Background: an optimization exercise with open tools, aiming at small area and a short achievable clock period. Do not read the settings as production practice.
The RTL was checked by simulation tests, not by an equivalence proof against the original design.
Power is estimated from default activity; no workload was simulated.

build 59:
// alu
module alu #(
    parameter INST_W = 4,
    parameter INT_W  = 6,
    parameter FRAC_W = 10,
    parameter DATA_W = INT_W + FRAC_W
)(
    input                      i_clk,
    input                      i_rst_n,
    input                      i_in_valid,
    output                     o_busy,
    input         [INST_W-1:0] i_inst,
    input  signed [DATA_W-1:0] i_data_a,
    input  signed [DATA_W-1:0] i_data_b,
    output                     o_out_valid,
    output        [DATA_W-1:0] o_data
);
export LEC_CHECK = 0
export ABC_AREA = 1
export CAP_MARGIN = 20
export CORE_MARGIN = 2
export CORE_UTILIZATION = 50
export CTS_BUF_LIST = sky130_fd_sc_hd__clkbuf_8
export SETUP_SLACK_MARGIN = 5
export SLEW_MARGIN = 20
export TNS_END_PERCENT = 20
create_clock -name core_clock -period 8.5 [get_ports {i_clk}]
standard.sh (not shown) runs the stock make flow with config.mk's settings and CLKGATE_MAP_FILE= SYNTH_SCRIPT=/design/flow/synth_recipe.tcl, a recipe that flattens the netlist after the stock synthesis.
==> flow/flow/run.sh <==
#!/bin/bash
# The standard layout (the standard.sh, all ORFS steps to finish), with one
# change: the port buffers are made as buf_2 cells instead of the slow delay
# buffer ORFS's port buffering picks by default. The tools' full output goes
# to flow_standard.log.
set -euo pipefail
bash standard.sh BUFFER_PORTS_ARGS="-buffer_cell sky130_fd_sc_hd__buf_2" finish > flow_standard.log 2>&1
The flow did not stop early for build 59: all stages ran, and the layout cleared the timing, design-rule and antenna checks.
The following lists how build 23 was set up differently from build 59:
- putting ABC_CLOCK_PERIOD_IN_PS at 3500 where nothing was set
- clearing ABC_AREA, which used to be 1
- clearing TNS_END_PERCENT, which used to be 20
==> notes.md <==
- met3 layer usage reported by global route was lower in build 23 than in build 59.
- [build 23 vs build 59] non-clock buffer count in the final layout: higher in build 23
- Taking build 59 as the reference, in build 23 final design utilization increased by 0.67 points relative to the old numbers, clock-buffer cell count went down 1.0%, total core area -about 3%, worst hold margin moved up.
- When the final numbers for build 23 and build 59 were put side by side, the cell row count turned out to be greater in build 59.
- Re cell leakage power: build 23 and build 59 aren't equal, and the lower value belongs to build 23.
What build 49 does differently from build 23 at the input level:
- CTS_BUF_LIST removed (was sky130_fd_sc_hd__clkbuf_8)
==> flow/run.sh (new file) <==
#!/bin/bash
# synth_recipe.tcl (not shown) runs the flow's synth.tcl, then flattens the netlist and writes it again
# the make line also repeats each setting of config.mk as NAME=value (left out here)
make -C /OpenROAD-flow-scripts/flow DESIGN_CONFIG=/design/flow/config.mk WORK_HOME=/design/flow/orfs CLKGATE_MAP_FILE= SYNTH_SCRIPT=/design/flow/synth_recipe.tcl finish
removed: flow/flow/run.sh
removed: flow/standard.sh
Notes after the runs:
met3 track demand over resource in global routing, build 23 and build 49, higher one = build 23. Build 23 and build 49 ended up with nearly the same tap cell count. Relative contribution of the clock network to total power delta for build 49 relative to build 23: 1.5 points higher.
Edits applied to the flow inputs when going from build 49 to build 95:
- an added CTS_BUF_LIST of sky130_fd_sc_hd__clkbuf_8
- a change of SETUP_SLACK_MARGIN from 5 to 4.8
==> flow/flow/run.sh (new file) <==
#!/bin/bash
# The standard layout (the standard.sh, all ORFS steps to finish), with one
# change: the port buffers are made as buf_2 cells instead of the slow delay
# buffer ORFS's port buffering picks by default. The tools' full output goes
# to flow_standard.log.
set -euo pipefail
bash standard.sh BUFFER_PORTS_ARGS="-buffer_cell sky130_fd_sc_hd__buf_2" finish > flow_standard.log 2>&1
==> flow/standard.sh (new file) <==
#!/bin/bash
# synth_recipe.tcl (not shown) runs the flow's synth.tcl, then flattens the netlist and writes it again
# the make line also repeats each setting of config.mk as NAME=value (left out here)
make -C /OpenROAD-flow-scripts/flow DESIGN_CONFIG=/design/flow/config.mk WORK_HOME=/design/flow/orfs CLKGATE_MAP_FILE= SYNTH_SCRIPT=/design/flow/synth_recipe.tcl "${@:-finish}"
removed: flow/run.sh
## What came out
In the final reports, the cell area of build 95 is smaller than that of build 49.
Build 95 reports a lower synthesis-to-layout area growth than build 49 does.
Looking at power share of the combinational group, build 95 sits 3.3 points below build 49.
Changes in build 5 relative to build 95:
- ABC_CLOCK_PERIOD_IN_PS removed (was 3500)
- ABC_AREA newly set to 1
- TNS_END_PERCENT newly set to 20
[summary]
Build 5 ended up with i_data_a[2] as its critical path startpoint; build 95 ended up with mr[51]$_DFF_P_.
Diff build 95 -> build 5: via total after detailed routing has increased; count of flip-flops and latches level.
Between build 5 and build 95, the difference in area taken by flip-flops and latches is negligible.
Build 5 vs build 95 — proportion of final cell area spent on non-clock buffers dropped 1.5 points.
Sort build 5 and build 95 by number of well-tap cells placed, descending, and build 5 comes first.
A most common library cell in the layout ignoring fill and taps of sky130_fd_sc_hd__nand2_1 is what build 5 shows, while sky130_fd_sc_hd__edfxtp_1 belongs to build 95.

port drivers added, routing unchanged:
Ports are ideal in the flow. The routed layouts listed here were re-timed in OpenROAD. Step 1, drivers: a clkbuf_16 drives i_clk and a buf_2 each remaining input, both assumed. Step 2 moves the port delays by t, midway between the first and last clock arrival at a register: inputs arrive t later, outputs are due t later. That takes back most of the time a late clock gives input paths. Slacks: ideal / step 1 / step 2; pairs: ideal / step 1.
| run | t, ns | slack for setup (ns) | worst register clock-pin slew, ns |
|---|---|---|---|
| build 59 | 0.752 | 4.987 / 4.946 / 4.193 | 0.08 / 0.08 |
| build 23 | 0.734 | 4.672 / 4.672 / 4.270 | 0.07 / 0.07 |
| build 49 | 0.666 | 4.762 / 4.762 / 4.264 | 0.07 / 0.07 |
| build 95 | 0.734 | 4.655 / 4.655 / 4.119 | 0.07 / 0.07 |
| build 5 | 0.762 | 4.550 / 4.587 / 3.824 | 0.08 / 0.08 |
After both steps setup and hold are still met in every run listed. The setup slack of build 59, which loses most, moves by -0.041 ns with the drivers and by -0.794 ns with both steps.
